What follows belongs to an exercise in optimizing a design on an open flow for small area and a short achievable clock period; a production flow would make more cautious choices. Where RTL was checked, it was by simulation tests only, not by an equivalence proof against the original. For runs 2 to 8, only the layout was checked, not whether the RTL still works. No activity file was given, so power comes from the tool's default toggle rates.

<file path="design.v">
module fifo
	#(
		parameter DATA_WIDTH = 64,  
		parameter ADDR_WIDTH = 5
	)
	(
		input logic								clk,
		input logic								rst,
		input logic		[DATA_WIDTH-1:0] 		data_input,
		input logic								read_enable_input,
		input logic								write_enable_input,
		output logic	[DATA_WIDTH-1:0]		data_output,
		output logic							empty,
		output logic							full
	);
	localparam FIFO_SIZE = (1 << ADDR_WIDTH);
	reg [ADDR_WIDTH-1:0] head_ptr;	 
	reg [ADDR_WIDTH-1:0] tail_ptr;	 
	reg                  not_empty_r;	 
	reg                  full_r;
	wire read_enable  = read_enable_input  && not_empty_r;
	wire write_enable = write_enable_input && !full_r;
	wire [ADDR_WIDTH-1:0] head_inc = head_ptr + 1'b1;
	wire [ADDR_WIDTH-1:0] tail_inc = tail_ptr + 1'b1;
	assign empty = !not_empty_r;
	assign full  = full_r;
	always @(posedge clk, posedge rst) begin
		if (rst) begin
			head_ptr <= 0;
			tail_ptr <= 0;
			not_empty_r <= 1'b0;
			full_r   <= 1'b0;
		end else begin
			if (read_enable)
				head_ptr <= head_inc;
			if (write_enable)
				tail_ptr <= tail_inc;
			if (read_enable && !write_enable) begin
				not_empty_r <= (head_inc != tail_ptr);
				full_r  <= 1'b0;
			end else if (write_enable && !read_enable) begin
				not_empty_r <= 1'b1;
				full_r  <= (tail_inc == head_ptr);
			end
		end
	end
	wire [FIFO_SIZE-1:0] wsel, wsel_n, rsel;
	wire                 rhold = !read_enable;
	genvar i;
	generate
		for (i = 0; i < FIFO_SIZE; i = i + 1) begin : dec
			assign wsel[i]   = write_enable && (tail_ptr == i);
			assign wsel_n[i] = !wsel[i];
			assign rsel[i]   = read_enable && (head_ptr == i);
		end
	endgenerate
	wire [DATA_WIDTH-1:0] mem_q [0:FIFO_SIZE-1];
	generate
		for (i = 0; i < FIFO_SIZE; i = i + 1) begin : entry
			reg  [DATA_WIDTH-1:0] word;
			wire [DATA_WIDTH-1:0] word_d;
			fifo_ao22 #(.W(DATA_WIDTH)) hold_mux (
				.a(data_input), .sa(wsel[i]),
				.b(word),       .sb(wsel_n[i]),
				.y(word_d));
			always @(posedge clk)
				word <= word_d;
			assign mem_q[i] = word;
		end
	endgenerate
	wire [DATA_WIDTH-1:0] rd_n0, rd_n1, rd_n2, rd_word;
	fifo_aoi222 #(.W(DATA_WIDTH)) rd_g0 (
		.a(mem_q[0]), .sa(rsel[0]),
		.b(mem_q[1]), .sb(rsel[1]),
		.c(mem_q[2]), .sc(rsel[2]),
		.y(rd_n0));
	fifo_aoi222 #(.W(DATA_WIDTH)) rd_g1 (
		.a(mem_q[3]), .sa(rsel[3]),
		.b(mem_q[4]), .sb(rsel[4]),
		.c(mem_q[5]), .sc(rsel[5]),
		.y(rd_n1));
	fifo_aoi222 #(.W(DATA_WIDTH)) rd_g2 (
		.a(mem_q[6]),    .sa(rsel[6]),
		.b(mem_q[7]),    .sb(rsel[7]),
		.c(data_output), .sc(rhold),
		.y(rd_n2));
	fifo_nand3 #(.W(DATA_WIDTH)) rd_g3 (
		.a(rd_n0), .b(rd_n1), .c(rd_n2), .y(rd_word));
	always @(posedge clk)
		data_output <= rd_word;
endmodule  
module fifo_ao22 #(parameter W = 1) (
	input  [W-1:0] a,
	input          sa,
	input  [W-1:0] b,
	input          sb,
	output [W-1:0] y
);
	assign y = ({W{sa}} & a) | ({W{sb}} & b);
endmodule
module fifo_aoi222 #(parameter W = 1) (
	input  [W-1:0] a,
	input          sa,
	input  [W-1:0] b,
	input          sb,
	input  [W-1:0] c,
	input          sc,
	output [W-1:0] y
);
	assign y = ~(({W{sa}} & a) | ({W{sb}} & b) | ({W{sc}} & c));
endmodule
module fifo_nand3 #(parameter W = 1) (
	input  [W-1:0] a,
	input  [W-1:0] b,
	input  [W-1:0] c,
	output [W-1:0] y
);
	assign y = ~(a & b & c);
endmodule
module top(
	input clk,
	input rst,
	input [64-1:0] data_input,
	input read_enable,
	input write_enable,
	output [64-1:0] data_output,
	output empty,
	output full
);
fifo #(
	.DATA_WIDTH(64),  
	.ADDR_WIDTH(3))
	fifo(	clk,
			rst,
			data_input,
			read_enable,
			write_enable,
			data_output,
			empty,
			full
			);
endmodule
</file>
<file path="flow/run.sh">
#!/bin/bash
# The standard layout, with the ports buffered by small plain buffers
# (buffer_ports would otherwise pick a slow delay cell); repair may upsize them.
set -euo pipefail
export BUFFER_PORTS_ARGS="-buffer_cell sky130_fd_sc_hd__buf_1"
bash standard.sh > standard.log 2>&1
</file>
<file path="standard.sh">
#!/bin/bash
# synth_recipe.tcl (not shown) runs the flow's synth.tcl, then flattens the netlist and writes it again
# the make line also repeats each setting of config.mk as NAME=value (left out here)
make -C /OpenROAD-flow-scripts/flow DESIGN_CONFIG=/design/flow/config.mk WORK_HOME=/design/flow/orfs CLKGATE_MAP_FILE= SYNTH_SCRIPT=/design/flow/synth_recipe.tcl "${@:-finish}"
</file>
<file path="config.mk">
export PLATFORM = sky130hd
export DESIGN_NAME = top
export DESIGN_NICKNAME = top
export VERILOG_FILES = /design/flow/design.v
export SDC_FILE = /design/flow/constraint.sdc
export NUM_CORES = 4
export LEC_CHECK = 0
export CAP_MARGIN = 20
export CORE_MARGIN = 2
export CORE_UTILIZATION = 40
export SETUP_SLACK_MARGIN = 1.2
export SLEW_MARGIN = 20
export SYNTH_HIERARCHICAL = 1
export SYNTH_MINIMUM_KEEP_SIZE = 0
</file>
<file path="constraint.sdc">
create_clock -name core_clock -period 3.1 [get_ports {clk}]
set_input_delay 0.6200 -clock core_clock [delete_from_list [all_inputs] [get_ports {clk}]]
set_output_delay 0.6200 -clock core_clock [all_outputs]
set_load 0.01 [all_outputs]
</file>
==> results.json, run 1 <==
{
  "status": "no timing/DRC/antenna violations",
  "yosys_warnings": 7,
  "cp-start-kind": "flip-flop",
  "cp.required_ns": 3.58,
  "synthCells": 1596,
  "cts_tree": "built",
  "hold_viol": 0,
  "setup-violations-final": 0,
  "holdWs_ns": 0.363,
  "gr-total-overflow": 0,
  "yosysSeqAreaShare": 0.564,
  "internal_power_w": 0.0196,
  "synth_cell_types": 24,
  "crit_type": "reg2reg",
  "switchingPower_w": 0.00938,
  "routed_wl_um": 69500,
  "chipWidth_um": 232,
  "slowest_stage": "a222oi_1",
  "period_minus_slack_ns": 1.91,
  "p_per_area_mw_per_mm2": 1230,
  "slew_headroom": 0.248,
  "io_buffers": 133,
  "power_frac_seq": 0.459,
  "rsz0062_at_grt": "true",
  "hp-class": "in2reg",
  "synth-seq-cells": 584,
  "n_fill_cell": 4604,
  "synth-simple-area-share": 0.0225,
  "drv_slew": 0,
  "setup-tns-final_ns": 0,
  "areaGrowthSynthToFinish_pct": 12.9,
  "post-route-period-util": 0.615,
  "utilization": 0.457,
  "reg2reg_depth": 5,
  "dr.pass1.iters": 6,
  "power.leakage_nw": 9.92,
  "dieArea_sq_mm": 0.0538,
  "clock-sinks": 584,
  "synthXorXnorAreaFrac": 0.00295,
  "syn_area_sq_mm": 0.0208,
  "drt_iter0_drc": 2583,
  "p_clk_frac": 0.256,
  "postRouteAntennaNets": 0,
  "cts_buffer_depth": 3,
  "grt_max_degree": 67,
  "grt_antenna_before_repair": 6,
  "hold_depth": 3,
  "max_freq_mhz": 524,
  "critPathCaptureType": "flip-flop",
  "cts.clk_slew.worst_paths_ns": 0.06,
  "drc": 0,
  "drive_above_1_share": 0.123,
  "worstPathCellList": "ha_2 -> ha_4 -> and3_4 -> a222oi_1 -> nand3_1",
  "hpwl_um": 33300,
  "synth_fa_ha_area_frac": 0.00783,
  "ios": 134,
  "worst_ep_arrival_time_ns": 2.38,
  "crit_path_max_incr_delay_ns": 0.48,
  "synthMuxAreaShare": 0,
  "max-vdd-ir-drop_uv": 516,
  "cp_max_fo": 8,
  "vias_per_cell": 6.55,
  "die-height_um": 232,
  "clock_latency_ns": 0.63,
  "root_buffer": "clkbuf_16",
  "coreArea_sq_mm": 0.0513,
  "cts_buffers": 59,
  "final_cells": 2420,
  "synth_nets": 1677,
  "grt_pass1_wl_um": 103000,
  "gp_congestion": 0.767,
  "h-tree-depth": 2,
  "worst_pin_slew_ns": 1.13,
  "combPwrFrac": 0.286,
  "nets": 1772,
  "vias": 15900,
  "syn_avg_cell_area_sq_um": 13.0,
  "skew_ns": 0.0184,
  "dp.cells": 2268,
  "synth_compound_area_frac": 0.310,
  "initial_core_util": 0.405,
  "rows": 83,
  "detail_route.wl_per_cell_um": 28.7,
  "grt.total_usage": 0.250,
  "swShare": 0.324,
  "synth_top_family_by_area": "compound AO/OA/AOI/OAI gates",
  "max-cap-violations": 0,
  "grt_pass1_vias": 15900
}
cells in the mapped netlist:
master / count / area [sq um]
nand2_2: 1 / 6.26
o21ai_0: 3 / 15.0
a32o_1: 1 / 10.0
a22o_1: 512 / 4480
dfxtp_1: 576 / 11500
xor2_1: 5 / 43.8
a32oi_1: 1 / 8.76
nand3_1: 67 / 335
buf_2: 21 / 105
inv_1: 14 / 52.6
nor2b_4: 1 / 13.8
xnor2_1: 2 / 17.5
nand2_1: 6 / 22.5
dfrtp_1: 8 / 200
and3_1: 8 / 50.1
nor3_1: 1 / 5.00
inv_2: 4 / 15.0
buf_6: 155 / 1750
and3_4: 1 / 11.3
o21ai_1: 1 / 5.00
nor3b_1: 1 / 7.51
and3_2: 2 / 15.0
a222oi_1: 192 / 1920
ha_1: 13 / 163
power by group through the flow:
stage	clock network (W)	registers (W)	logic, W
finish	0.00740	0.0133	0.00827
global route	0.00777	0.0137	0.00885
CTS	0.00747	0.0132	0.00801
detailed placement	0	0.0133	0.00737
global placement	0	0.0132	0.00712
floorplan	0	0.0129	0.00582
worst paths after layout:
kind	startpoint	slack (ns)	endpoint
min	write_enable	0.36	fifo.tail_ptr[0]
max	fifo.head_ptr[0]	1.19	fifo.data_output[35]
min reg2reg	fifo.entry[5].word[37]	0.47	fifo.entry[5].word[37]
max reg2reg	fifo.head_ptr[0]	1.19	fifo.data_output[35]
max in group asynchronous	rst	2.34	fifo.head_ptr[0]
min in group asynchronous	rst	0.47	fifo.not_empty_r
cells by family (layout without fill, tap and decap cells):
kind of cell | after synthesis | after routing
XOR/XNOR | 7 | 7
other | 0 | 2
adder cells (fa/ha/maj) | 13 | 13
AO/OA/AOI/OAI | 710 | 710
flip-flops | 584 | 584
buffers and inverters | 194 | 326
AND/OR/NAND/NOR | 88 | 98
flip-flops by register name, indices dropped and copies added (netlist names):
signal	cells
fifo.entry.word	512
fifo.tail_ptr	3
fifo.not_empty_r	1
fifo.full_r	1
fifo.head_ptr	3
fifo.data_output	64
cells in the final DEF, fill, tap and decap left out, types with 14 or more instances in the layout:
cell type,n
buf_4,28
buf_1,128
dfxtp_1,573
nand3_1,64
buf_12,17
and3_4,14
a22o_1,512
clkbuf_16,61
a222oi_1,192
clkbuf_1,19
worst max-delay path, delay by kind of cell (launching register included):
family	cells	cell delay (ns)
compound gates	1	0.48
flops	1	0.44
simple gates	2	0.37
fa+ha+maj	2	0.46
metrics by stage:
stage / area (sq um) / power (W) / setup WS, ns
CTS: 23200 / 0.0287 / 1.16
global route: 23500 / 0.0303 / 1.14
finish: 23500 / 0.0290 / 1.19
global placement: 20800 / 0.0203 / 0.636
floorplan: 20800 / 0.0187 / 1.38
detailed placement: 20800 / 0.0207 / 0.533
routing by layer:
| layer | vias up | wire length [um] | global-route usage |
|---|---|---|---|
| li1 | 6801 | - | - |
| met1 | 7936 | 29100 | 0.342 |
| met2 | 982 | 31300 | 0.390 |
| met3 | 130 | 7310 | 0.0556 |
| met4 | 6 | 1800 | 0.0861 |
| met5 | - | 31 | 0 |
final cells by class:
type	count	area, sq um	area share
Tap cell	680	851	0.0363
Sequential cell	584	11700	0.500
Clock inverter	19	292	0.0124
Clock buffer	89	1700	0.0724
Timing Repair Buffer	200	1440	0.0615
Multi-Input combinational cell	828	7350	0.313
Inverter	18	85.1	0.00363
Antenna cell	2	5.00	0.000213
repair_timing:
item                       CTS  global route
hold buffers                 1             0
cloned                      12             3
hold endpoints to repair     8             0
resized for setup           46            29
setup buffers               16            10
pin swaps                   40            58
setup endpoints to repair  398           299
==> inputs of run 2 (changes only) <==
--- a/design.v
+++ b/design.v
@@ -46,4 +46,5 @@
 	end
-	wire [FIFO_SIZE-1:0] wsel, wsel_n, rsel;
-	wire                 rhold = !read_enable;
+	wire [FIFO_SIZE-1:0] wsel, wsel_n, hsel;
+	wire                 rd_take = read_enable;
+	wire                 rd_hold = !read_enable;
 	genvar i;
@@ -53,3 +54,3 @@
 			assign wsel_n[i] = !wsel[i];
-			assign rsel[i]   = read_enable && (head_ptr == i);
+			assign hsel[i]   = (head_ptr == i);
 		end
@@ -70,20 +71,23 @@
 	endgenerate
-	wire [DATA_WIDTH-1:0] rd_n0, rd_n1, rd_n2, rd_word;
+	wire [DATA_WIDTH-1:0] rd_n0, rd_n1, rd_n2, head_word, rd_word;
 	fifo_aoi222 #(.W(DATA_WIDTH)) rd_g0 (
-		.a(mem_q[0]), .sa(rsel[0]),
-		.b(mem_q[1]), .sb(rsel[1]),
-		.c(mem_q[2]), .sc(rsel[2]),
+		.a(mem_q[0]), .sa(hsel[0]),
+		.b(mem_q[1]), .sb(hsel[1]),
+		.c(mem_q[2]), .sc(hsel[2]),
 		.y(rd_n0));
 	fifo_aoi222 #(.W(DATA_WIDTH)) rd_g1 (
-		.a(mem_q[3]), .sa(rsel[3]),
-		.b(mem_q[4]), .sb(rsel[4]),
-		.c(mem_q[5]), .sc(rsel[5]),
+		.a(mem_q[3]), .sa(hsel[3]),
+		.b(mem_q[4]), .sb(hsel[4]),
+		.c(mem_q[5]), .sc(hsel[5]),
 		.y(rd_n1));
-	fifo_aoi222 #(.W(DATA_WIDTH)) rd_g2 (
-		.a(mem_q[6]),    .sa(rsel[6]),
-		.b(mem_q[7]),    .sb(rsel[7]),
-		.c(data_output), .sc(rhold),
+	fifo_aoi22 #(.W(DATA_WIDTH)) rd_g2 (
+		.a(mem_q[6]), .sa(hsel[6]),
+		.b(mem_q[7]), .sb(hsel[7]),
 		.y(rd_n2));
 	fifo_nand3 #(.W(DATA_WIDTH)) rd_g3 (
-		.a(rd_n0), .b(rd_n1), .c(rd_n2), .y(rd_word));
+		.a(rd_n0), .b(rd_n1), .c(rd_n2), .y(head_word));
+	fifo_ao22 #(.W(DATA_WIDTH)) rd_g4 (
+		.a(head_word),   .sa(rd_take),
+		.b(data_output), .sb(rd_hold),
+		.y(rd_word));
 	always @(posedge clk)
@@ -110,2 +114,11 @@
 	assign y = ~(({W{sa}} & a) | ({W{sb}} & b) | ({W{sc}} & c));
+endmodule
+module fifo_aoi22 #(parameter W = 1) (
+	input  [W-1:0] a,
+	input          sa,
+	input  [W-1:0] b,
+	input          sb,
+	output [W-1:0] y
+);
+	assign y = ~(({W{sa}} & a) | ({W{sb}} & b));
 endmodule
==> results.json, run 2 <==
{
  "max-vdd-ir-drop_uv": 498,
  "skew_ns": 0.0153,
  "detail_route.wl_per_cell_um": 28.6,
  "nets": 1888,
  "slowest_stage": "dfrtp_2",
  "critPathCaptureType": "flip-flop",
  "r2r-start": "fifo.head_ptr[0]",
  "cp.required_ns": 3.60,
  "synth_compound_area_frac": 0.323,
  "slew_headroom": 0.331,
  "setup-violations-final": 0,
  "grt_max_degree": 68,
  "dr.pass1.iters": 10,
  "synth_fa_ha_area_frac": 0.00761,
  "p_total_w": 0.0313,
  "synthFlopType": "dfxtp_1",
  "synth_top_family_by_area": "compound AO/OA/AOI/OAI gates",
  "vias_per_cell": 6.51,
  "grt_antenna_before_repair": 4,
  "design_area_sq_mm": 0.0246,
  "dieArea_sq_mm": 0.0553,
  "yosysTopAreaCell": "dfxtp_1",
  "async_flop_share": 0.0137,
  "syn_avg_cell_area_sq_um": 12.8,
  "h-tree-depth": 2,
  "synth_cell_types": 25,
  "gp_congestion": 0.742,
  "holdWs_ns": 0.336,
  "rows": 84,
  "crit_buf_inv": 3,
  "clock-sinks": 584,
  "hold_viol": 0,
  "max-cap-violations": 0,
  "worstHoldStart": "read_enable",
  "synth_commonest_cells": "576 x a22o_1, 576 x dfxtp_1, 170 x buf_6",
  "cp_max_fo": 7,
  "root_buffer": "clkbuf_16",
  "coreArea_sq_mm": 0.0527,
  "areaGrowthSynthToFinish_pct": 15.0,
  "drt_iter0_drc": 2514,
  "cts_tree": "built",
  "vias": 16500,
  "rsz0062_at_grt": "true",
  "period_minus_slack_ns": 2.14,
  "utilization": 0.467,
  "worst_pin_slew_ns": 1.00,
  "synth_nets": 1747,
  "largest_reg_flops": 512,
  "chipWidth_um": 235,
  "cp-start-kind": "flip-flop",
  "worstPathCellList": "inv_4 -> ha_4 -> and2b_4 -> buf_6 -> buf_16 -> a222oi_1 -> nand3_1 -> a22o_1",
  "crit_start": "fifo.head_ptr[0]",
  "crit_type": "reg2reg",
  "hp-class": "in2reg",
  "hpwl_um": 35500,
  "ios": 134,
  "netlist_top_cells_area": "dfxtp_1 54%, a22o_1 24%, buf_6 9.0%",
  "synth-simple-area-share": 0.0216,
  "power.leakage_nw": 10.4,
  "synth_edf_count": 0,
  "drc": 0,
  "regMostFlops": "fifo.entry.word",
  "worst_ep_arrival_time_ns": 2.64,
  "io_buffers": 133,
  "drv_slew": 0,
  "yosysSeqAreaShare": 0.549,
  "max_freq_mhz": 468,
  "post-route-period-util": 0.690,
  "cts.clk_slew.worst_paths_ns": 0.06,
  "grt_pass1_wl_um": 106000,
  "crit_path_max_incr_delay_ns": 0.48,
  "synth-seq-cells": 584,
  "yosysTopAreaCellShare": 0.539,
  "cts_buffers": 57,
  "routed_wl_um": 72800,
  "initial_core_util": 0.406,
  "syn_area_sq_mm": 0.0214,
  "p_per_area_mw_per_mm2": 1270,
  "synthCells": 1666,
  "final_cell_mix": "576 x a22o_1, 576 x dfxtp_1, 130 x buf_1, 128 x a222oi_1",
  "synthMuxAreaShare": 0,
  "setup-tns-final_ns": 0,
  "placed_area_sq_mm": 0.0213,
  "top_regs": "fifo.entry.word (512), fifo.data_output (64)",
  "critPathTopFamily": "compound AO/OA/AOI/OAI gates",
  "status": "no timing/DRC/antenna violations",
  "n_fill_cell": 4604,
  "die-height_um": 235,
  "grt_pass1_vias": 16300,
  "gr-total-overflow": 0,
  "clock_latency_ns": 0.62,
  "synthXorXnorAreaFrac": 0.00287,
  "postRouteAntennaNets": 0,
  "cts_buffer_depth": 3,
  "grt.total_usage": 0.246,
  "drive_above_1_share": 0.147,
  "yosys_warnings": 7
}
## run 2: changes by cell type after synthesis, moves of 4 or more
cell,delta
a222oi_1,-64
a22o_1,+64
a22oi_1,+52
a22oi_2,+12
and3_1,-6
buf_2,-7
buf_6,+15
inv_1,+4
inv_2,-4
## run 2: power breakdown
group          leakage, nW  switching [W]  internal (W)  total, W
logic                 4.56        0.00555       0.00543    0.0110
clock network        0.958        0.00295       0.00426   0.00721
registers             4.91        0.00203        0.0111    0.0131
total                 10.4         0.0105        0.0208    0.0313
## run 2: per-layer routing
layer	share of wire	global-route usage	up-vias
met5	0.00045	0	-
met4	0.025	0.0685	6
met3	0.10	0.0551	147
met2	0.45	0.383	984
met1	0.42	0.341	8320
li1	-	-	7080
## run 2: path summary, 6_finish.rpt
check,end,slack [ns],depth (start not counted)
max,fifo.data_output[37],0.96,8
max reg2reg,fifo.data_output[37],0.96,8
min in group asynchronous,fifo.not_empty_r,0.51,3
min reg2reg,fifo.entry[4].word[10],0.47,1
min,fifo.head_ptr[1],0.34,3
max in group asynchronous,fifo.head_ptr[2],2.31,3
## run 2: what timing repair did
action,in CTS,in global routing
hold buffers,1,0
endpoints found under the setup margin,303,316
resized for setup,71,23
buffers inserted,41,16
cloned,19,8
hold endpoints to repair,8,0
pin swaps,118,65
## run 2: cell type report
class / count / area [sq um] / area share
antenna: 1 / 2.50 / 0.000102
clock buffer: 88 / 1710 / 0.0694
clock inverter: 16 / 234 / 0.00952
inverter: 18 / 80.1 / 0.00326
multi-input combinational: 891 / 7820 / 0.318
sequential: 584 / 11700 / 0.478
tap: 688 / 861 / 0.0350
timing repair buffer: 255 / 2120 / 0.0865
## run 2: worst reg2reg max path: cells and delay by family (launching register included)
| kind | cells | cell delay, ns |
|---|---|---|
| AO/OA/AOI/OAI | 2 | 0.61 |
| flip-flops | 1 | 0.48 |
| buffers and inverters | 3 | 0.39 |
| AND/OR/NAND/NOR | 2 | 0.38 |
| adder cells (fa/ha/maj) | 1 | 0.17 |
## run 2: cells by family after synthesis
logic type / count (synthesis)
compound gates: 774
flops: 584
buf+inv: 202
simple gates: 86
fa+ha+maj: 13
xor+xnor: 7
## run 2: per-stage QoR
stage	worst slack, ns	instances
6_report	0.961	2541
5_1_grt	0.873	2541
4_1_cts	1.04	2516
3_5_place_dp	0.503	2351
3_3_place_gp	0.589	2351
2_1_floorplan	1.25	1666
==> inputs of run 3 (changes only) <==
==> design.v (replaced) <==
module fifo
	#(
		parameter DATA_WIDTH = 64,  
		parameter ADDR_WIDTH = 5
	)
	(
		input logic								clk,
		input logic								rst,
		input logic		[DATA_WIDTH-1:0] 		data_input,
		input logic								read_enable_input,
		input logic								write_enable_input,
		output logic	[DATA_WIDTH-1:0]		data_output,
		output logic							empty,
		output logic							full
	);
	localparam FIFO_SIZE = (1 << ADDR_WIDTH);
	reg [FIFO_SIZE-1:0] head_oh;	 
	reg [FIFO_SIZE-1:0] tail_oh;	 
	reg                 not_empty_r;	 
	reg                 full_r;
	wire read_enable  = read_enable_input  && not_empty_r;
	wire write_enable = write_enable_input && !full_r;
	wire [FIFO_SIZE-1:0] head_inc = {head_oh[FIFO_SIZE-2:0], head_oh[FIFO_SIZE-1]};
	wire [FIFO_SIZE-1:0] tail_inc = {tail_oh[FIFO_SIZE-2:0], tail_oh[FIFO_SIZE-1]};
	assign empty = !not_empty_r;
	assign full  = full_r;
	always @(posedge clk, posedge rst) begin
		if (rst) begin
			head_oh     <= 1;
			tail_oh     <= 1;
			not_empty_r <= 1'b0;
			full_r      <= 1'b0;
		end else begin
			if (read_enable)
				head_oh <= head_inc;
			if (write_enable)
				tail_oh <= tail_inc;
			if (read_enable && !write_enable) begin
				not_empty_r <= !(|(head_inc & tail_oh));
				full_r      <= 1'b0;
			end else if (write_enable && !read_enable) begin
				not_empty_r <= 1'b1;
				full_r      <= |(tail_inc & head_oh);
			end
		end
	end
	wire [FIFO_SIZE-1:0] wsel   = {FIFO_SIZE{write_enable}} & tail_oh;
	wire [FIFO_SIZE-1:0] wsel_n = ~wsel;
	wire [FIFO_SIZE-1:0] rsel   = {FIFO_SIZE{read_enable}} & head_oh;
	wire                 rhold  = !read_enable;
	genvar i;
	wire [DATA_WIDTH-1:0] mem_q [0:FIFO_SIZE-1];
	generate
		for (i = 0; i < FIFO_SIZE; i = i + 1) begin : entry
			reg  [DATA_WIDTH-1:0] word;
			wire [DATA_WIDTH-1:0] word_d;
			fifo_ao22 #(.W(DATA_WIDTH)) hold_mux (
				.a(data_input), .sa(wsel[i]),
				.b(word),       .sb(wsel_n[i]),
				.y(word_d));
			always @(posedge clk)
				word <= word_d;
			assign mem_q[i] = word;
		end
	endgenerate
	wire [DATA_WIDTH-1:0] rd_n0, rd_n1, rd_n2, rd_word;
	fifo_aoi222 #(.W(DATA_WIDTH)) rd_g0 (
		.a(mem_q[0]), .sa(rsel[0]),
		.b(mem_q[1]), .sb(rsel[1]),
		.c(mem_q[2]), .sc(rsel[2]),
		.y(rd_n0));
	fifo_aoi222 #(.W(DATA_WIDTH)) rd_g1 (
		.a(mem_q[3]), .sa(rsel[3]),
		.b(mem_q[4]), .sb(rsel[4]),
		.c(mem_q[5]), .sc(rsel[5]),
		.y(rd_n1));
	fifo_aoi222 #(.W(DATA_WIDTH)) rd_g2 (
		.a(mem_q[6]),    .sa(rsel[6]),
		.b(mem_q[7]),    .sb(rsel[7]),
		.c(data_output), .sc(rhold),
		.y(rd_n2));
	fifo_nand3 #(.W(DATA_WIDTH)) rd_g3 (
		.a(rd_n0), .b(rd_n1), .c(rd_n2), .y(rd_word));
	always @(posedge clk)
		data_output <= rd_word;
endmodule  
module fifo_ao22 #(parameter W = 1) (
	input  [W-1:0] a,
	input          sa,
	input  [W-1:0] b,
	input          sb,
	output [W-1:0] y
);
	assign y = ({W{sa}} & a) | ({W{sb}} & b);
endmodule
module fifo_aoi222 #(parameter W = 1) (
	input  [W-1:0] a,
	input          sa,
	input  [W-1:0] b,
	input          sb,
	input  [W-1:0] c,
	input          sc,
	output [W-1:0] y
);
	assign y = ~(({W{sa}} & a) | ({W{sb}} & b) | ({W{sc}} & c));
endmodule
module fifo_nand3 #(parameter W = 1) (
	input  [W-1:0] a,
	input  [W-1:0] b,
	input  [W-1:0] c,
	output [W-1:0] y
);
	assign y = ~(a & b & c);
endmodule
module top(
	input clk,
	input rst,
	input [64-1:0] data_input,
	input read_enable,
	input write_enable,
	output [64-1:0] data_output,
	output empty,
	output full
);
fifo #(
	.DATA_WIDTH(64),  
	.ADDR_WIDTH(3))
	fifo(	clk,
			rst,
			data_input,
			read_enable,
			write_enable,
			data_output,
			empty,
			full
			);
endmodule
--- a/config.mk
+++ b/config.mk
@@ -10,3 +10,3 @@
 export CORE_UTILIZATION = 40
-export SETUP_SLACK_MARGIN = 1.2
+export SETUP_SLACK_MARGIN = 1.4
 export SLEW_MARGIN = 20
==> results.json, run 3 <==
{
  "top_regs": "fifo.entry.word (512), fifo.data_output (64)",
  "cts.clk_slew.worst_paths_ns": 0.07,
  "yosys_warnings": 7,
  "dieArea_sq_mm": 0.0542,
  "coreArea_sq_mm": 0.0515,
  "clock-sinks": 594,
  "worst_ep_arrival_time_ns": 1.27,
  "worstReg2RegEnd": "fifo.entry[3].word[24]",
  "vias": 17700,
  "cts_buffer_depth": 3,
  "cts_tree": "built",
  "drc": 0,
  "cp_max_fo": 4,
  "initial_core_util": 0.406,
  "hp-class": "in2async",
  "period_minus_slack_ns": 1.89,
  "gr-total-overflow": 0,
  "synthFlopType": "dfxtp_1",
  "yosysTopAreaCellShare": 0.551,
  "io_buffers": 133,
  "areaGrowthSynthToFinish_pct": 28.4,
  "post-route-period-util": 0.611,
  "placed_area_sq_mm": 0.0210,
  "grt_pass1_vias": 16400,
  "drv_slew": 0,
  "vias_per_cell": 6.93,
  "regMostFlops": "fifo.entry.word",
  "detail_route.wl_per_cell_um": 34.1,
  "rows": 83,
  "p_per_area_mw_per_mm2": 577,
  "nets": 1885,
  "grt.total_usage": 0.262,
  "cp.required_ns": 2.48,
  "power.leakage_nw": 10.7,
  "skew_ns": 0.0181,
  "max_freq_mhz": 528,
  "grt_max_degree": 65,
  "final_common_cell": "a22o_1",
  "synth-seq-cells": 594,
  "r2r-start": "fifo.full_r",
  "yosysTopAreaCell": "dfxtp_1",
  "final_cell_mix": "513 x a22o_1, 512 x dfxtp_1, 193 x a222oi_1, 97 x clkbuf_16, 84 x buf_6",
  "root_buffer": "clkbuf_16",
  "ctsHoldBuffers": 0,
  "synth_cell_types": 22,
  "syn_avg_cell_area_sq_um": 13.0,
  "critPathCaptureType": "primary output",
  "cp-start-kind": "flip-flop",
  "crit_path_max_incr_delay_ns": 0.46,
  "critPathTopFamily": "flip-flops",
  "grt_pass1_wl_um": 107000,
  "layout_setup_ws_ns": 1.21,
  "max-vdd-ir-drop_uv": 416,
  "yosysSeqAreaShare": 0.573,
  "drive_above_1_share": 0.247,
  "status": "no timing/DRC/antenna violations",
  "slowest_stage": "dfrtp_2",
  "synth_commonest_cells": "576 x dfxtp_1, 513 x a22o_1, 193 x a222oi_1",
  "h-tree-depth": 2,
  "rsz0062_at_grt": "true",
  "setup-violations-final": 0,
  "worstPathCellList": "inv_2 -> buf_6",
  "synthCells": 1607,
  "drt_iter0_drc": 3384,
  "largest_reg_flops": 512,
  "async_flop_share": 0.0303,
  "crit_buf_inv": 2,
  "slew_headroom": 0.463,
  "syn_area_sq_mm": 0.0209,
  "die-height_um": 233,
  "chipWidth_um": 233,
  "gp_congestion": 0.783,
  "hpwl_um": 35300,
  "hold_viol": 0,
  "design_area_sq_mm": 0.0269,
  "synth.most_common_cell": "dfxtp_1",
  "clock_latency_ns": 0.62,
  "dpl_worst_slack_ns": 0.430,
  "reg2reg_depth": 7,
  "synth_nets": 1676,
  "postRouteAntennaNets": 0,
  "ios": 134,
  "cts_buffers": 58,
  "worst_pin_slew_ns": 0.804,
  "synth_edf_count": 0,
  "routed_wl_um": 86900,
  "netlist_top_cells_area": "dfxtp_1 55%, a22o_1 21%, a222oi_1 9.2%",
  "grt_antenna_before_repair": 8,
  "max-cap-violations": 0,
  "setup-tns-final_ns": 0,
  "dr.pass1.iters": 8,
  "rrSetupSlack_ns": 1.22,
  "crit_type": "reg2out"
}
run 3: cell count changes in the layout (fill, tap and decap cells not counted), moves of 13 or more:
cell       delta
a22oi_1      -46
buf_16       +19
buf_6        +72
dfxtp_4      +14
buf_4        -30
clkbuf_16    +32
buf_12       +18
a22o_1       -63
dfxtp_1      -64
nand2_1      +13
a222oi_1     +65
buf_1        -64
dfxtp_2      +50
run 3: worst max path at each step:
stage,start,endpoint,slack (ns),depth (start not counted)
after floorplan,write_enable,fifo.not_empty_r,1.42,6
after global placement,write_enable,fifo.entry[7].word[37],0.48,7
after detailed placement,write_enable,fifo.entry[5].word[22],0.43,7
after CTS,fifo.not_empty_r,empty,1.21,2
after global routing,fifo.not_empty_r,fifo.data_output[63],1.18,5
final,fifo.not_empty_r,empty,1.21,2
run 3: what timing repair did:
item,in CTS,in global routing
setup endpoints to repair,650,438
gates resized for setup,337,112
setup buffers,38,26
pin swaps,34,111
gates cloned,26,54
run 3: metrics by stage:
stage,hold slack [ns],total power (W),util,instances
2_1_floorplan,0.439,0.00788,-,1607
3_3_place_gp,0.451,0.00804,0.407,2292
3_5_place_dp,0.453,0.00805,0.407,2292
4_1_cts,0.150,0.0155,0.486,2465
5_1_grt,0.256,0.0159,0.522,2548
6_report,0.184,0.0155,0.522,2548
run 3: area by class of cell:
cell class	count	area, sq um
Sequential cell	594	12100
Clock inverter	30	352
Fill cell	4255	24600
Antenna cell	3	7.51
Timing Repair Buffer	311	4320
Timing Repair inverter	5	66.3
Inverter	12	159
Multi-Input combinational cell	834	7340
Tap cell	680	851
Clock buffer	79	1680
run 3: logic make-up (layout without fill, tap and decap cells):
family / count (synthesis) / count (layout) / share of synthesized area
AO/OA/AOI/OAI: 722 / 722 / 0.313
flip-flops: 594 / 594 / 0.573
buffers and inverters: 189 / 437 / 0.0906
AND/OR/NAND/NOR: 101 / 111 / 0.0234
adder cells (fa/ha/maj): 1 / 1 / 0.000598
other: 0 / 3 / 0
run 3: layer usage:
metal  track usage  routed length [um]  share of wire  vias up
li1              -                   -              -     7121
met1         0.349               32500           0.37     8739
met2         0.410               37800           0.44     1477
met3        0.0539               11200           0.13      313
met4         0.116                5250          0.060       10
met5             0                  61        0.00070        -
run 3: where the power goes:
group	internal, W	switching, W	leakage (nW)
logic	0.0000803	0.000258	4.80
registers	0.00762	0.00000574	4.91
clock network	0.00439	0.00316	0.997
run 3: worst reg2reg max path, stage by stage, from the launching register on:
cell and delay [ns]:
dfrtp_2 0.47, nor2b_4 0.24, buf_12 0.18, buf_12 0.14, nand2_4 0.14, clkinv_4 0.15
buf_6 0.29, a22o_1 0.23
==> inputs of run 4 (changes only) <==
--- a/config.mk
+++ b/config.mk
@@ -10,2 +10,4 @@
 export CORE_UTILIZATION = 40
+export CTS_CLUSTER_DIAMETER = 120
+export CTS_CLUSTER_SIZE = 30
 export SETUP_SLACK_MARGIN = 1.4
==> results.json, run 4 <==
{
  "period_minus_slack_ns": 1.89,
  "routed_wl_um": 85000,
  "cpMostUsedCell": "buf_4",
  "slowest_stage": "dfrtp_2",
  "worst_pin_slew_ns": 0.789,
  "areaGrowthSynthToFinish_pct": 20.2,
  "clock_latency_ns": 0.59,
  "rsz0062_at_grt": "true",
  "max_freq_mhz": 530,
  "top_regs": "fifo.entry.word (512), fifo.data_output (64)",
  "synthCells": 1607,
  "ctsHoldBuffers": 0,
  "grt_pass1_wl_um": 103000,
  "yosysSeqAreaShare": 0.573,
  "synth_compound_area_frac": 0.313,
  "yosysTopAreaCellShare": 0.551,
  "utilization": 0.488,
  "crit_type": "reg2reg",
  "crit_buf_inv": 3,
  "vias_per_cell": 7.02,
  "synth_top_family_by_area": "compound AO/OA/AOI/OAI gates",
  "worstPathCellList": "buf_4 -> and3_4 -> buf_4 -> buf_6 -> a222oi_1 -> nand3_1",
  "initial_core_util": 0.406,
  "gp_congestion": 0.783,
  "dp.cells": 2292,
  "cp_max_fo": 9,
  "clock-sinks": 594,
  "crit_path_max_incr_delay_ns": 0.47,
  "grt_pass1_vias": 15700,
  "synth.most_common_cell": "dfxtp_1",
  "cts.clk_slew.worst_paths_ns": 0.12,
  "grt_max_degree": 65,
  "drc": 0,
  "dieArea_sq_mm": 0.0542,
  "coreArea_sq_mm": 0.0515,
  "ios": 134,
  "vias": 17300,
  "io_buffers": 133,
  "nets": 1848,
  "yosys_warnings": 7,
  "grt_antenna_before_repair": 5,
  "worst_ep_arrival_time_ns": 2.34,
  "drive_above_1_share": 0.213,
  "final_cells": 2465,
  "synthXorXnorAreaFrac": 0,
  "chipWidth_um": 233,
  "detail_route.wl_per_cell_um": 34.5,
  "final_cell_mix": "513 x a22o_1, 513 x dfxtp_1, 193 x a222oi_1, 69 x clkbuf_16, 66 x buf_1",
  "synth-seq-cells": 594,
  "hold_viol": 0,
  "h-tree-depth": 1,
  "cts_tree": "built",
  "regMostFlops": "fifo.entry.word",
  "max-vdd-ir-drop_uv": 380,
  "largest_reg_flops": 512,
  "gr-total-overflow": 0,
  "netlist_top_cells_area": "dfxtp_1 55%, a22o_1 21%, a222oi_1 9.2%",
  "skew_ns": 0.0161,
  "synth_fa_ha_area_frac": 0.000598,
  "power.leakage_nw": 9.92,
  "die-height_um": 233,
  "grt.total_usage": 0.247,
  "async_flop_share": 0.0303,
  "critPathTopFamily": "buffers and inverters",
  "hpwl_um": 35300,
  "synthMuxAreaShare": 0,
  "synth_cell_types": 22,
  "post-route-period-util": 0.609,
  "cp.required_ns": 3.56,
  "synthFlopType": "dfxtp_1",
  "yosysTopAreaCell": "dfxtp_1",
  "synth_edf_count": 0,
  "max-cap-violations": 0,
  "syn_area_sq_mm": 0.0209,
  "cp-start-kind": "flip-flop",
  "cts_buffers": 23,
  "syn_avg_cell_area_sq_um": 13.0,
  "synth-simple-area-share": 0.0234,
  "root_buffer": "clkbuf_16",
  "drv_slew": 0,
  "setup-tns-final_ns": 0,
  "postRouteAntennaNets": 0,
  "status": "no timing/DRC/antenna violations",
  "rows": 83,
  "slew_headroom": 0.473,
  "synth_commonest_cells": "576 x dfxtp_1, 513 x a22o_1, 193 x a222oi_1",
  "drt_iter0_drc": 3437,
  "cts_buffer_depth": 3,
  "critPathCaptureType": "flip-flop",
  "hp-class": "in2async",
  "p_per_area_mw_per_mm2": 469,
  "dr.pass1.iters": 7,
  "setup-violations-final": 0,
  "synth_nets": 1676,
  "p_total_w": 0.0118
}
==> run 4: changes by cell type in the layout (fill, tap and decap cells not counted), sizes merged <==
cell / change
clkinv: -16
clkinvlp: -6
and3: +1
buf: -11
inv: -1
bufbuf: -1
nand2: +1
bufinv: -6
clkbuf: -44
==> run 4: power by group <==
part | switching (W) | total (W) | internal (W)
Clock | 0.00237 | 0.00385 | 0.00147
Sequential | 0.00000503 | 0.00763 | 0.00762
Combinational | 0.000257 | 0.000329 | 0.0000720
==> run 4: layer usage <==
| layer | routed length (um) | part of all wire | global-route usage |
|---|---|---|---|
| met2 | 37400 | 0.44 | 0.396 |
| met3 | 11100 | 0.13 | 0.0426 |
| met1 | 32300 | 0.38 | 0.336 |
| met4 | 4140 | 0.049 | 0.0858 |
| met5 | 37 | 0.00044 | 0 |
==> run 4: final timing paths <==
kind                       slack (ns)  cells after the start                   from                     to
min reg2reg                      0.48                      1  fifo.entry[1].word[7]  fifo.entry[1].word[7]
min                              0.21                      2                    rst        fifo.tail_oh[1]
max reg2reg                      1.21                      6       fifo.not_empty_r    fifo.data_output[9]
min in group core_clock          0.48                      1  fifo.entry[1].word[7]  fifo.entry[1].word[7]
max                              1.21                      6       fifo.not_empty_r    fifo.data_output[9]
max in group asynchronous        2.35                      2                    rst       fifo.not_empty_r
==> run 4: cell type report <==
class,count,area (sq um)
Inverter,12,165
Sequential cell,594,12100
Timing Repair Buffer,307,3970
Fill cell,4482,26400
Antenna cell,3,7.51
Clock inverter,1,30.0
Clock buffer,27,601
Multi-Input combinational cell,836,7370
Timing Repair inverter,5,51.3
Tap cell,680,851
==> run 4: through the flow <==
step	hold WS [ns]	area, sq um	setup WS [ns]
final	0.211	25100	1.21
after global routing	0.239	25100	1.21
after CTS	0.178	22900	1.24
after detailed placement	0.453	21000	0.430
after global placement	0.451	21000	0.478
after floorplan	0.439	20900	1.42
==> run 4: repair_timing <==
| item | CTS | global route |
|---|---|---|
| resized for setup | 269 | 139 |
| pin swaps | 25 | 85 |
| endpoints found under the setup margin | 650 | 556 |
| setup buffers | 29 | 27 |
| gates cloned | 16 | 70 |
==> run 4: cells by family after synthesis <==
group | after synthesis
AOI/OAI and AO/OA | 722
DFF | 594
buffers and inverters | 189
and+or+nand+nor | 101
adders and majority gates | 1
==> inputs of run 5 (changes only) <==
--- a/config.mk
+++ b/config.mk
@@ -10,5 +10,3 @@
 export CORE_UTILIZATION = 40
-export CTS_CLUSTER_DIAMETER = 120
-export CTS_CLUSTER_SIZE = 30
-export SETUP_SLACK_MARGIN = 1.4
+export SETUP_SLACK_MARGIN = 1.2
 export SLEW_MARGIN = 20
==> results.json, run 5 <==
{
  "nets": 1742,
  "initial_core_util": 0.406,
  "rsz0062_at_grt": "true",
  "syn_area_sq_mm": 0.0209,
  "dr.pass1.iters": 6,
  "max-cap-violations": 0,
  "multi_input_area_sq_mm": 0.00712,
  "worst_ep_arrival_time_ns": 2.40,
  "die-height_um": 233,
  "cts_tree": "built",
  "slew_headroom": 0.392,
  "regMostFlops": "fifo.entry.word",
  "synth_cell_types": 22,
  "grt_pass1_vias": 15600,
  "max-vdd-ir-drop_uv": 427,
  "grt_antenna_before_repair": 2,
  "worstPathCellList": "buf_2 -> and3_2 -> buf_8 -> a222oi_1 -> nand3_1",
  "yosysTopAreaCellShare": 0.551,
  "setup-violations-final": 0,
  "cp-start-kind": "flip-flop",
  "final_common_cell": "dfxtp_1",
  "final_cell_mix": "576 x dfxtp_1, 513 x a22o_1, 193 x a222oi_1, 133 x buf_1, 64 x nand3_1",
  "yosysTopAreaCell": "dfxtp_1",
  "critPathCaptureType": "flip-flop",
  "rows": 83,
  "cts.clk_slew.worst_paths_ns": 0.07,
  "gp_congestion": 0.767,
  "drv_slew": 0,
  "coreArea_sq_mm": 0.0515,
  "p_per_area_mw_per_mm2": 654,
  "utilization": 0.447,
  "skew_ns": 0.0305,
  "h-tree-depth": 2,
  "detail_route.wl_per_cell_um": 26.3,
  "hpwl_um": 35200,
  "routed_wl_um": 63100,
  "ios": 134,
  "drt_iter0_drc": 2155,
  "yosysSeqAreaShare": 0.573,
  "setup-tns-final_ns": 0,
  "period_minus_slack_ns": 1.94,
  "io_buffers": 133,
  "dieArea_sq_mm": 0.0542,
  "synth.most_common_cell": "dfxtp_1",
  "synthFlopType": "dfxtp_1",
  "clock_latency_ns": 0.62,
  "root_buffer": "clkbuf_16",
  "netlist_top_cells_area": "dfxtp_1 55%, a22o_1 21%, a222oi_1 9.2%",
  "ctsHoldBuffers": 0,
  "areaGrowthSynthToFinish_pct": 10.0,
  "synth_edf_count": 0,
  "vias_per_cell": 6.53,
  "n_fill_cell": 4770,
  "rrSetupSlack_ns": 1.16,
  "reg2reg_depth": 5,
  "worst_pin_slew_ns": 0.912,
  "cp_max_fo": 39,
  "hold_viol": 0,
  "postRouteAntennaNets": 0,
  "hp-class": "in2async",
  "r2r-start": "fifo.not_empty_r",
  "largest_reg_flops": 512,
  "crit_type": "reg2reg",
  "regArea_sq_mm": 0.0120,
  "yosys_warnings": 7,
  "worstReg2RegEnd": "fifo.data_output[17]",
  "gr-total-overflow": 0,
  "top_regs": "fifo.entry.word (512), fifo.data_output (64)",
  "chipWidth_um": 233,
  "clock-sinks": 594,
  "grt_pass1_wl_um": 95900,
  "vias": 15700,
  "crit_path_max_incr_delay_ns": 0.55,
  "drive_above_1_share": 0.0970,
  "status": "no timing/DRC/antenna violations",
  "async_flop_share": 0.0303,
  "cp.required_ns": 3.56,
  "post-route-period-util": 0.626,
  "grt_max_degree": 66,
  "synth_nets": 1676,
  "syn_avg_cell_area_sq_um": 13.0,
  "drc": 0,
  "max_freq_mhz": 515,
  "power.leakage_nw": 8.85,
  "grt.total_usage": 0.226,
  "slowest_stage": "a222oi_1",
  "synth_commonest_cells": "576 x dfxtp_1, 513 x a22o_1, 193 x a222oi_1",
  "cts_buffer_depth": 3,
  "cts_buffers": 56,
  "synthCells": 1607,
  "synth-seq-cells": 594
}
run 5: worst max path at each step:
stage | from | end | slack (ns) | cells past startpoint
2_1_floorplan | write_enable | fifo.not_empty_r | 1.25 | 5
3_3_place_gp | read_enable | fifo.data_output[17] | 0.68 | 5
3_5_place_dp | read_enable | fifo.data_output[11] | 0.69 | 5
4_1_cts | fifo.not_empty_r | empty | 1.11 | 2
5_1_grt | fifo.not_empty_r | empty | 1.14 | 2
6_report | fifo.not_empty_r | fifo.data_output[17] | 1.16 | 5
run 5: report_power, final:
part	switching (W)	internal [W]
clock	0.00295	0.00420
sequential	0.00000611	0.00764
combinational	0.000217	0.0000461
total	0.00317	0.0119
run 5: per-stage QoR:
stage                     hold WS (ns)  cell area, sq um  instances  worst slack (ns)  power (W)
final                            0.117             23000       2402              1.16     0.0151
after global routing             0.154             23000       2402              1.14     0.0155
after CTS                        0.120             22900       2396              1.11     0.0151
after detailed placement         0.452             20900       2290             0.688    0.00805
after global placement           0.451             20900       2290             0.682    0.00804
after floorplan                  0.439             20900       1607              1.25    0.00787
run 5: cell families (layout without fill, tap and decap cells):
group	after synthesis	after routing	synth area share
simple gates	101	102	0.0234
other cells	0	1	0
buf+inv	189	302	0.0906
flops	594	594	0.573
compound gates	722	722	0.313
fa+ha+maj	1	1	0.000598
run 5: final cells by class:
| cell class | count | share of cell area |
|---|---|---|
| antenna | 1 | 0.000109 |
| tap | 680 | 0.0369 |
| clock inverter | 14 | 0.00924 |
| timing repair buffer | 184 | 0.0471 |
| inverter | 12 | 0.00217 |
| sequential | 594 | 0.520 |
| multi-input combinational | 825 | 0.309 |
| clock buffer | 92 | 0.0747 |
run 5: layer usage:
metal	wire (um)	vias up	global-route usage	share of wire
met2	28500	817	0.357	0.45
met3	5440	115	0.0458	0.086
met4	1510	2	0.0748	0.024
li1	-	6761	-	-
met1	27600	7988	0.309	0.44
met5	10	-	0	0.00016
run 5: worst max-delay path, delay by kind of cell, from the launching register on:
kind,cells,cell delay (ns)
AO/OA/AOI/OAI,1,0.55
flip-flops,1,0.46
buffers and inverters,2,0.42
AND/OR/NAND/NOR,2,0.36
run 5: what timing repair did:
action	4_1_cts	5_1_grt
cloned	0	1
resized for setup	11	22
endpoints found under the setup margin	152	247
pin swaps	0	13
setup buffers	0	4
==> inputs of run 6 (changes only) <==
--- a/design.v
+++ b/design.v
@@ -16,4 +16,4 @@
 	localparam FIFO_SIZE = (1 << ADDR_WIDTH);
-	reg [FIFO_SIZE-1:0] head_oh;	 
-	reg [FIFO_SIZE-1:0] tail_oh;	 
+	reg [FIFO_SIZE-1:0] rd_ok;
+	reg [FIFO_SIZE-1:0] wr_ok;
 	reg                 not_empty_r;	 
@@ -22,4 +22,21 @@
 	wire write_enable = write_enable_input && !full_r;
-	wire [FIFO_SIZE-1:0] head_inc = {head_oh[FIFO_SIZE-2:0], head_oh[FIFO_SIZE-1]};
-	wire [FIFO_SIZE-1:0] tail_inc = {tail_oh[FIFO_SIZE-2:0], tail_oh[FIFO_SIZE-1]};
+	wire [FIFO_SIZE-1:0] head_pos = not_empty_r ? rd_ok : wr_ok;
+	wire [FIFO_SIZE-1:0] tail_pos = full_r      ? rd_ok : wr_ok;
+	wire [FIFO_SIZE-1:0] head_inc = {head_pos[FIFO_SIZE-2:0], head_pos[FIFO_SIZE-1]};
+	wire [FIFO_SIZE-1:0] tail_inc = {tail_pos[FIFO_SIZE-2:0], tail_pos[FIFO_SIZE-1]};
+	reg [FIFO_SIZE-1:0] head_next, tail_next;
+	reg                 not_empty_next, full_next;
+	always @(*) begin
+		head_next      = read_enable  ? head_inc : head_pos;
+		tail_next      = write_enable ? tail_inc : tail_pos;
+		not_empty_next = not_empty_r;
+		full_next      = full_r;
+		if (read_enable && !write_enable) begin
+			not_empty_next = !(|(head_inc & tail_pos));
+			full_next      = 1'b0;
+		end else if (write_enable && !read_enable) begin
+			not_empty_next = 1'b1;
+			full_next      = |(tail_inc & head_pos);
+		end
+	end
 	assign empty = !not_empty_r;
@@ -28,4 +45,4 @@
 		if (rst) begin
-			head_oh     <= 1;
-			tail_oh     <= 1;
+			rd_ok       <= 0;
+			wr_ok       <= 1;
 			not_empty_r <= 1'b0;
@@ -33,18 +50,11 @@
 		end else begin
-			if (read_enable)
-				head_oh <= head_inc;
-			if (write_enable)
-				tail_oh <= tail_inc;
-			if (read_enable && !write_enable) begin
-				not_empty_r <= !(|(head_inc & tail_oh));
-				full_r      <= 1'b0;
-			end else if (write_enable && !read_enable) begin
-				not_empty_r <= 1'b1;
-				full_r      <= |(tail_inc & head_oh);
-			end
+			rd_ok       <= not_empty_next ? head_next : {FIFO_SIZE{1'b0}};
+			wr_ok       <= full_next      ? {FIFO_SIZE{1'b0}} : tail_next;
+			not_empty_r <= not_empty_next;
+			full_r      <= full_next;
 		end
 	end
-	wire [FIFO_SIZE-1:0] wsel   = {FIFO_SIZE{write_enable}} & tail_oh;
+	wire [FIFO_SIZE-1:0] wsel   = {FIFO_SIZE{write_enable_input}} & wr_ok;
 	wire [FIFO_SIZE-1:0] wsel_n = ~wsel;
-	wire [FIFO_SIZE-1:0] rsel   = {FIFO_SIZE{read_enable}} & head_oh;
+	wire [FIFO_SIZE-1:0] rsel   = {FIFO_SIZE{read_enable_input}} & rd_ok;
 	wire                 rhold  = !read_enable;
==> results.json, run 6 <==
{
  "n_antenna_cell": 0,
  "netlist_top_cells_area": "dfxtp_1 54%, a22o_1 21%, a222oi_1 9.0%",
  "grt_pass1_wl_um": 99900,
  "initial_core_util": 0.406,
  "drv_slew": 0,
  "synth.most_common_cell": "dfxtp_1",
  "rows": 84,
  "clock-sinks": 594,
  "setup-tns-final_ns": 0,
  "status": "no timing/DRC/antenna violations",
  "cts_tree": "built",
  "n_fill_cell": 4779,
  "cts.clk_slew.worst_paths_ns": 0.07,
  "gr-total-overflow": 0,
  "areaGrowthSynthToFinish_pct": 11.1,
  "detail_route.wl_per_cell_um": 26.4,
  "gp_congestion": 0.802,
  "chipWidth_um": 235,
  "critPathCaptureType": "flip-flop",
  "yosysTopAreaCellShare": 0.540,
  "period_minus_slack_ns": 1.87,
  "regMostFlops": "fifo.entry.word",
  "p_per_area_mw_per_mm2": 636,
  "final_common_cell": "dfxtp_1",
  "grt.total_usage": 0.226,
  "h-tree-depth": 2,
  "max_freq_mhz": 535,
  "rsz0062_at_grt": "true",
  "p_total_w": 0.0151,
  "grt_antenna_before_repair": 5,
  "clock_latency_ns": 0.61,
  "root_buffer": "clkbuf_16",
  "power.leakage_nw": 9.07,
  "dieArea_sq_mm": 0.0553,
  "die-height_um": 235,
  "post-route-period-util": 0.603,
  "synth_nets": 1738,
  "vias_per_cell": 6.49,
  "synthCells": 1670,
  "routed_wl_um": 65700,
  "nets": 1822,
  "io_buffers": 133,
  "postRouteAntennaNets": 0,
  "grt_pass1_vias": 16300,
  "grt_max_degree": 66,
  "hold_viol": 0,
  "yosysSeqAreaShare": 0.561,
  "syn_avg_cell_area_sq_um": 12.8,
  "top_regs": "fifo.entry.word (512), fifo.data_output (64)",
  "max-cap-violations": 0,
  "yosysTopAreaCell": "dfxtp_1",
  "worst_ep_arrival_time_ns": 2.41,
  "synth_cell_types": 25,
  "synth_commonest_cells": "576 x dfxtp_1, 512 x a22o_1, 192 x a222oi_1",
  "worst_pin_slew_ns": 0.748,
  "vias": 16200,
  "coreArea_sq_mm": 0.0527,
  "ios": 134,
  "setup-violations-final": 0,
  "drive_above_1_share": 0.119,
  "hpwl_um": 37100,
  "skew_ns": 0.0146,
  "largest_reg_flops": 512,
  "max-vdd-ir-drop_uv": 461,
  "drt_iter0_drc": 2086,
  "hp-class": "in2async",
  "final_cell_mix": "575 x dfxtp_1, 512 x a22o_1, 192 x a222oi_1, 131 x buf_1, 64 x nand3_1",
  "cp.required_ns": 3.64,
  "slew_headroom": 0.501,
  "async_flop_share": 0.0303,
  "synth_edf_count": 0,
  "cp_max_fo": 8,
  "crit_type": "reg2reg",
  "utilization": 0.451,
  "yosys_warnings": 7,
  "dr.pass1.iters": 9,
  "cts_buffers": 58,
  "drc": 0,
  "synth-seq-cells": 594,
  "cts_buffer_depth": 3,
  "cp-start-kind": "flip-flop",
  "synthFlopType": "dfxtp_1",
  "syn_area_sq_mm": 0.0214
}
-- run 6: changes by cell type after synthesis, sizes merged, moves of 5 or more --
cell | before | now
mux2i | 0 | 24
a22oi | 6 | 1
a21oi | 1 | 40
nand2b | 0 | 9
and2 | 0 | 9
nand2 | 25 | 9
o22ai | 0 | 8
a21o | 8 | 0
nor2 | 1 | 9
and3 | 9 | 1
-- run 6: path summary, 6_finish.rpt --
check                                       start                endpoint  slack (ns)  cells after the start
max                              fifo.not_empty_r           fifo.wr_ok[7]        1.23                      6
min                                           rst           fifo.wr_ok[6]        0.10                      2
max reg2reg                      fifo.not_empty_r           fifo.wr_ok[7]        1.23                      6
min reg2reg                fifo.entry[7].word[35]  fifo.entry[7].word[35]        0.47                      1
max in group asynchronous                     rst             fifo.full_r        2.44                      2
min in group core_clock    fifo.entry[7].word[35]  fifo.entry[7].word[35]        0.47                      1
-- run 6: metal layers --
layer  share of wire  track usage  vias to the layer above  routed length, um
li1                -            -                     7043                  -
met1            0.44        0.316                     8133              28800
met2            0.45        0.357                      836              29500
met3           0.085       0.0378                      132               5590
met4           0.027       0.0735                        8               1780
met5         0.00076            0                        -                 50
-- run 6: what timing repair did --
action,CTS,global route
gates resized for setup,13,22
hold buffers,0,0
pin swaps,3,4
endpoints found under the setup margin,83,57
cloned,0,2
setup buffers,8,2
-- run 6: power breakdown --
group / switching [W] / internal [W] / leakage, nW / total (W)
combinational: 0.000160 / 0.0000315 / 3.20 / 0.000192
clock: 0.00297 / 0.00431 / 0.990 / 0.00728
sequential: 0 / 0.00763 / 4.88 / 0.00763
total: 0.00313 / 0.0120 / 9.07 / 0.0151
-- run 6: area by class of cell --
class	count	area, sq um	area share
Sequential cell	594	12000	0.505
Timing Repair Buffer	207	1270	0.0536
Clock inverter	15	159	0.00669
Tap cell	688	861	0.0363
Clock buffer	92	1840	0.0777
Inverter	10	40.0	0.00169
Multi-Input combinational cell	883	7570	0.319
-- run 6: cell families after synthesis --
logic type	after synthesis	synth area share
flops	594	0.561
buf+inv	195	0.0905
simple gates	102	0.0241
mux	24	0.0112
compound gates	755	0.313
-- run 6: through the flow --
step / cell area [sq um] / hold WS (ns) / instances / setup WS [ns]
after floorplan: 21400 / 0.439 / 1670 / 1.21
after global placement: 21500 / 0.451 / 2370 / 0.610
after detailed placement: 21500 / 0.452 / 2370 / 0.631
after CTS: 23600 / 0.104 / 2485 / 1.15
after global routing: 23700 / 0.157 / 2489 / 1.17
final: 23700 / 0.103 / 2489 / 1.23
-- run 6: critical path: stages, from the launching register on --
cell and delay (ns):
dfrtp_2 0.44, buf_12 0.17, mux2i_4 0.24, o22ai_1 0.11
o41a_1 0.52, buf_4 0.19, a21oi_1 0.13
==> inputs of run 7 (changes only) <==
--- a/config.mk
+++ b/config.mk
@@ -10,2 +10,4 @@
 export CORE_UTILIZATION = 40
+export CTS_CLUSTER_DIAMETER = 80
+export CTS_CLUSTER_SIZE = 20
 export SETUP_SLACK_MARGIN = 1.2
==> results.json, run 7 <==
{
  "dieArea_sq_mm": 0.0553,
  "dr.pass1.iters": 7,
  "rsz0062_at_grt": "true",
  "regArea_sq_mm": 0.0120,
  "syn_avg_cell_area_sq_um": 12.8,
  "critPathCaptureType": "flip-flop",
  "grt_max_degree": 66,
  "yosysTopAreaCell": "dfxtp_1",
  "max-cap-violations": 0,
  "p_per_area_mw_per_mm2": 554,
  "final_cell_mix": "576 x dfxtp_1, 512 x a22o_1, 192 x a222oi_1, 130 x buf_1, 64 x nand3_1",
  "post-route-period-util": 0.617,
  "yosysTopAreaCellShare": 0.540,
  "coreArea_sq_mm": 0.0527,
  "p_total_w": 0.0126,
  "synth.most_common_cell": "dfxtp_1",
  "hold_viol": 0,
  "dp.cells": 2370,
  "async_flop_share": 0.0303,
  "detail_route.wl_per_cell_um": 26.7,
  "slew_headroom": 0.499,
  "ios": 134,
  "cp.required_ns": 3.58,
  "crit_type": "reg2reg",
  "combPwrFrac": 0.015,
  "chipWidth_um": 235,
  "clock-sinks": 594,
  "top_regs": "fifo.entry.word (512), fifo.data_output (64)",
  "yosysSeqAreaShare": 0.561,
  "hp-class": "in2async",
  "synth_commonest_cells": "576 x dfxtp_1, 512 x a22o_1, 192 x a222oi_1",
  "max_freq_mhz": 523,
  "worst_ep_arrival_time_ns": 2.40,
  "synth_nets": 1738,
  "vias_per_cell": 6.60,
  "setup-tns-final_ns": 0,
  "switchingPower_w": 0.00270,
  "final_cells": 2428,
  "drc": 0,
  "skew_ns": 0.0140,
  "cts.clk_slew.worst_paths_ns": 0.08,
  "worstReg2RegEnd": "fifo.wr_ok[0]",
  "cp_max_fo": 8,
  "max-vdd-ir-drop_uv": 285,
  "regMostFlops": "fifo.entry.word",
  "routed_wl_um": 64900,
  "drt_iter0_drc": 2216,
  "h-tree-depth": 2,
  "swShare": 0.214,
  "cts_tree": "built",
  "n_antenna_cell": 0,
  "p_clk_frac": 0.380,
  "cp-start-kind": "flip-flop",
  "die-height_um": 235,
  "nets": 1802,
  "final_common_cell": "dfxtp_1",
  "grt_pass1_wl_um": 98700,
  "synthFlopType": "dfxtp_1",
  "power.leakage_nw": 8.58,
  "synthCells": 1670,
  "cts_buffer_depth": 3,
  "yosys_warnings": 7,
  "worst_pin_slew_ns": 0.752,
  "clock_latency_ns": 0.56,
  "postRouteAntennaNets": 0,
  "netlist_top_cells_area": "dfxtp_1 54%, a22o_1 21%, a222oi_1 9.0%",
  "areaGrowthSynthToFinish_pct": 6.69,
  "grt_pass1_vias": 16100,
  "period_minus_slack_ns": 1.91,
  "reg2reg_depth": 6,
  "syn_area_sq_mm": 0.0214,
  "gr-total-overflow": 0,
  "status": "no timing/DRC/antenna violations",
  "synth_cell_types": 25,
  "grt_antenna_before_repair": 4,
  "setup-violations-final": 0,
  "rrSetupSlack_ns": 1.19,
  "hpwl_um": 37100,
  "n_fill_cell": 4866,
  "io_buffers": 133,
  "grt.total_usage": 0.224,
  "internal_power_w": 0.00992,
  "root_buffer": "clkbuf_16",
  "power_frac_seq": 0.604,
  "synth_edf_count": 0,
  "cts_buffers": 37,
  "gp_congestion": 0.802,
  "drv_slew": 0,
  "largest_reg_flops": 512,
  "multi_input_area_sq_mm": 0.00761,
  "vias": 16000,
  "drive_above_1_share": 0.0977,
  "synth-seq-cells": 594,
  "r2r-start": "fifo.not_empty_r",
  "initial_core_util": 0.406,
  "rows": 84
}
-- run 7: worst max-delay path by stage --
| stage | start | to | cells past startpoint |
|---|---|---|---|
| 6_report | fifo.not_empty_r | fifo.wr_ok[0] | 6 |
| 5_1_grt | fifo.full_r | fifo.wr_ok[3] | 6 |
| 4_1_cts | fifo.rd_ok[1] | fifo.data_output[36] | 4 |
| 3_5_place_dp | read_enable | fifo.data_output[50] | 6 |
| 3_3_place_gp | read_enable | fifo.data_output[6] | 6 |
| 2_1_floorplan | read_enable | fifo.data_output[10] | 7 |
-- run 7: worst max-delay path, stage by stage (launching register included) --
cell and delay [ns]:
dfrtp_4 0.54, buf_12 0.17, mux2i_2 0.19, o22ai_1 0.11
o41a_1 0.51, buf_4 0.19, a21oi_1 0.13
-- run 7: stage by stage --
step	setup WS [ns]	hold WS [ns]	utilization	area [sq um]
after floorplan	1.21	0.439	-	21400
after global placement	0.610	0.451	0.409	21500
after detailed placement	0.631	0.452	0.409	21500
after CTS	1.20	0.154	0.430	22700
after global routing	1.13	0.215	0.433	22800
final	1.19	0.149	0.433	22800
-- run 7: area by class of cell --
| type | count | area share |
|---|---|---|
| inverters | 10 | 0.00198 |
| repair buffers | 207 | 0.0562 |
| multi-input cells | 884 | 0.334 |
| clock inverters | 7 | 0.00357 |
| flip-flops and latches | 594 | 0.526 |
| clock buffers | 38 | 0.0408 |
| well taps | 688 | 0.0378 |
-- run 7: kinds of logic after synthesis --
logic type	after synthesis	share of synthesized area
simple gates	102	0.0241
compound gates	755	0.313
mux	24	0.0112
buf+inv	195	0.0905
flops	594	0.561
-- run 7: power by group through the flow --
stage                     sequential (W)  combinational, W  clock [W]
after global placement           0.00780          0.000181          0
after global routing             0.00763          0.000209    0.00518
after floorplan                  0.00780         0.0000302          0
final                            0.00762          0.000195    0.00480
after detailed placement         0.00780          0.000186          0
after CTS                        0.00762          0.000187    0.00491
-- run 7: what timing repair did --
item | in CTS | in global routing
hold buffers | 0 | 0
gates cloned | 0 | 3
resized for setup | 17 | 28
pin swaps | 3 | 9
endpoints found under the setup margin | 82 | 77
setup buffers | 9 | 1
-- run 7: layer usage --
metal / vias to the layer above / share of wire / track usage
li1: 6969 / - / -
met1: 8166 / 0.44 / 0.312
met2: 772 / 0.45 / 0.354
met3: 121 / 0.080 / 0.0359
met4: 8 / 0.027 / 0.0719
met5: - / 0.00085 / 0
==> inputs of run 8 (changes only) <==
--- a/config.mk
+++ b/config.mk
@@ -12,3 +12,3 @@
 export CTS_CLUSTER_SIZE = 20
-export SETUP_SLACK_MARGIN = 1.2
+export SETUP_SLACK_MARGIN = 1.0
 export SLEW_MARGIN = 20
==> results.json, run 8 <==
{
  "chipWidth_um": 235,
  "cts_buffers": 36,
  "initial_core_util": 0.406,
  "post-route-period-util": 0.670,
  "synth_nets": 1738,
  "synth_edf_count": 0,
  "synthCells": 1670,
  "setup-tns-final_ns": 0,
  "largest_reg_flops": 512,
  "worst_pin_slew_ns": 0.879,
  "top_regs": "fifo.entry.word (512), fifo.data_output (64)",
  "nets": 1780,
  "skew_ns": 0.0287,
  "cts_tree": "built",
  "coreArea_sq_mm": 0.0527,
  "crit_type": "reg2out",
  "p_total_w": 0.0127,
  "slew_headroom": 0.414,
  "reg2reg_depth": 4,
  "yosysTopAreaCell": "dfxtp_1",
  "detail_route.wl_per_cell_um": 26.2,
  "yosysSeqAreaShare": 0.561,
  "final_cell_mix": "576 x dfxtp_1, 512 x a22o_1, 192 x a222oi_1, 132 x buf_1, 64 x nand3_1",
  "synth_cell_types": 25,
  "power.leakage_nw": 8.49,
  "drt_iter0_drc": 2124,
  "h-tree-depth": 2,
  "drv_slew": 0,
  "gp_congestion": 0.819,
  "regMostFlops": "fifo.entry.word",
  "routed_wl_um": 63000,
  "dpl_worst_slack_ns": 0.651,
  "p_per_area_mw_per_mm2": 565,
  "max-cap-violations": 0,
  "synthFlopType": "dfxtp_1",
  "grt_antenna_before_repair": 4,
  "grt_pass1_wl_um": 96700,
  "crit_path_max_incr_delay_ns": 0.56,
  "grt.total_usage": 0.218,
  "ios": 134,
  "rsz0062_at_grt": "true",
  "drc": 0,
  "postRouteAntennaNets": 0,
  "rows": 84,
  "gr-total-overflow": 0,
  "cp_max_fo": 10,
  "critPathCaptureType": "primary output",
  "netlist_top_cells_area": "dfxtp_1 54%, a22o_1 21%, a222oi_1 9.0%",
  "final_common_cell": "dfxtp_1",
  "crit_buf_inv": 2,
  "ctsHoldBuffers": 0,
  "cp-start-kind": "flip-flop",
  "hold_viol": 0,
  "setup-violations-final": 0,
  "die-height_um": 235,
  "dr.pass1.iters": 9,
  "max-vdd-ir-drop_uv": 305,
  "vias_per_cell": 6.56,
  "worstPathCellList": "inv_4 -> clkbuf_2",
  "slowest_stage": "dfrtp_4",
  "crit_start": "fifo.not_empty_r",
  "grt_max_degree": 66,
  "clock_latency_ns": 0.58,
  "synth-seq-cells": 594,
  "layout_setup_ws_ns": 1.02,
  "areaGrowthSynthToFinish_pct": 5.02,
  "final_cells": 2407,
  "period_minus_slack_ns": 2.08,
  "cts_buffer_depth": 3,
  "cts.clk_slew.worst_paths_ns": 0.09,
  "status": "no timing/DRC/antenna violations"
}
-- run 8: cell counts after synthesis --
Identical to the previous run, type by type.
-- run 8: kinds of logic (layout without fill, tap and decap cells) --
family / Yosys count / after routing / synth area share
AO/OA/AOI/OAI: 755 / 755 / 0.313
other: 0 / 1 / 0
AND/OR/NAND/NOR: 102 / 102 / 0.0241
flip-flops: 594 / 594 / 0.561
multiplexers: 24 / 24 / 0.0112
buffers and inverters: 195 / 243 / 0.0905
-- run 8: area by class of cell --
class,count,area (sq um),share of cell area
diodes,1,2.50,0.000112
clock buffers,40,958,0.0427
clock inverters,4,67.6,0.00301
inverters,10,40.0,0.00178
multi-input cells,881,7490,0.334
flip-flops and latches,594,12000,0.534
well taps,688,861,0.0384
repair buffers,189,1030,0.0461
-- run 8: metrics by stage --
step	utilization	cell area, sq um
finish	0.426	22400
detailed placement	0.406	21400
global placement	0.406	21400
global route	0.426	22400
floorplan	-	21400
CTS	0.425	22400
-- run 8: path summary, 6_finish.rpt --
| check | endpoint | slack [ns] |
|---|---|---|
| min reg2reg | fifo.entry[4].word[11] | 0.47 |
| min | fifo.not_empty_r | 0.11 |
| min in group core_clock | fifo.not_empty_r | 0.46 |
| max | empty | 1.02 |
| max in group asynchronous | fifo.full_r | 2.42 |
| max reg2reg | fifo.data_output[46] | 1.04 |
-- run 8: metal layers --
layer  routed length [um]  track usage  vias up
met4                 1740       0.0806        8
met5                   47            0        -
met3                 5130       0.0383      105
met1                27100        0.299     8021
met2                29000        0.345      745
li1                     -            -     6916
-- run 8: what timing repair did --
action,CTS,global route
setup endpoints to repair,21,12
pin swaps,0,1
resized for setup,3,5
buffers inserted,0,3
-- run 8: power by group --
part | internal (W) | switching (W) | total [W]
Clock | 0.00231 | 0.00256 | 0.00487
Sequential | 0.00762 | 0 | 0.00762
Combinational | 0.0000271 | 0.000159 | 0.000186

Setup slack of run 8, layout unchanged: 1.022 ns with ideal ports, 0.967 ns with driving cells assumed (clock clkbuf_16, inputs buf_2), 0.648 ns with port delays also shifted by the 0.625 ns mid clock arrival.
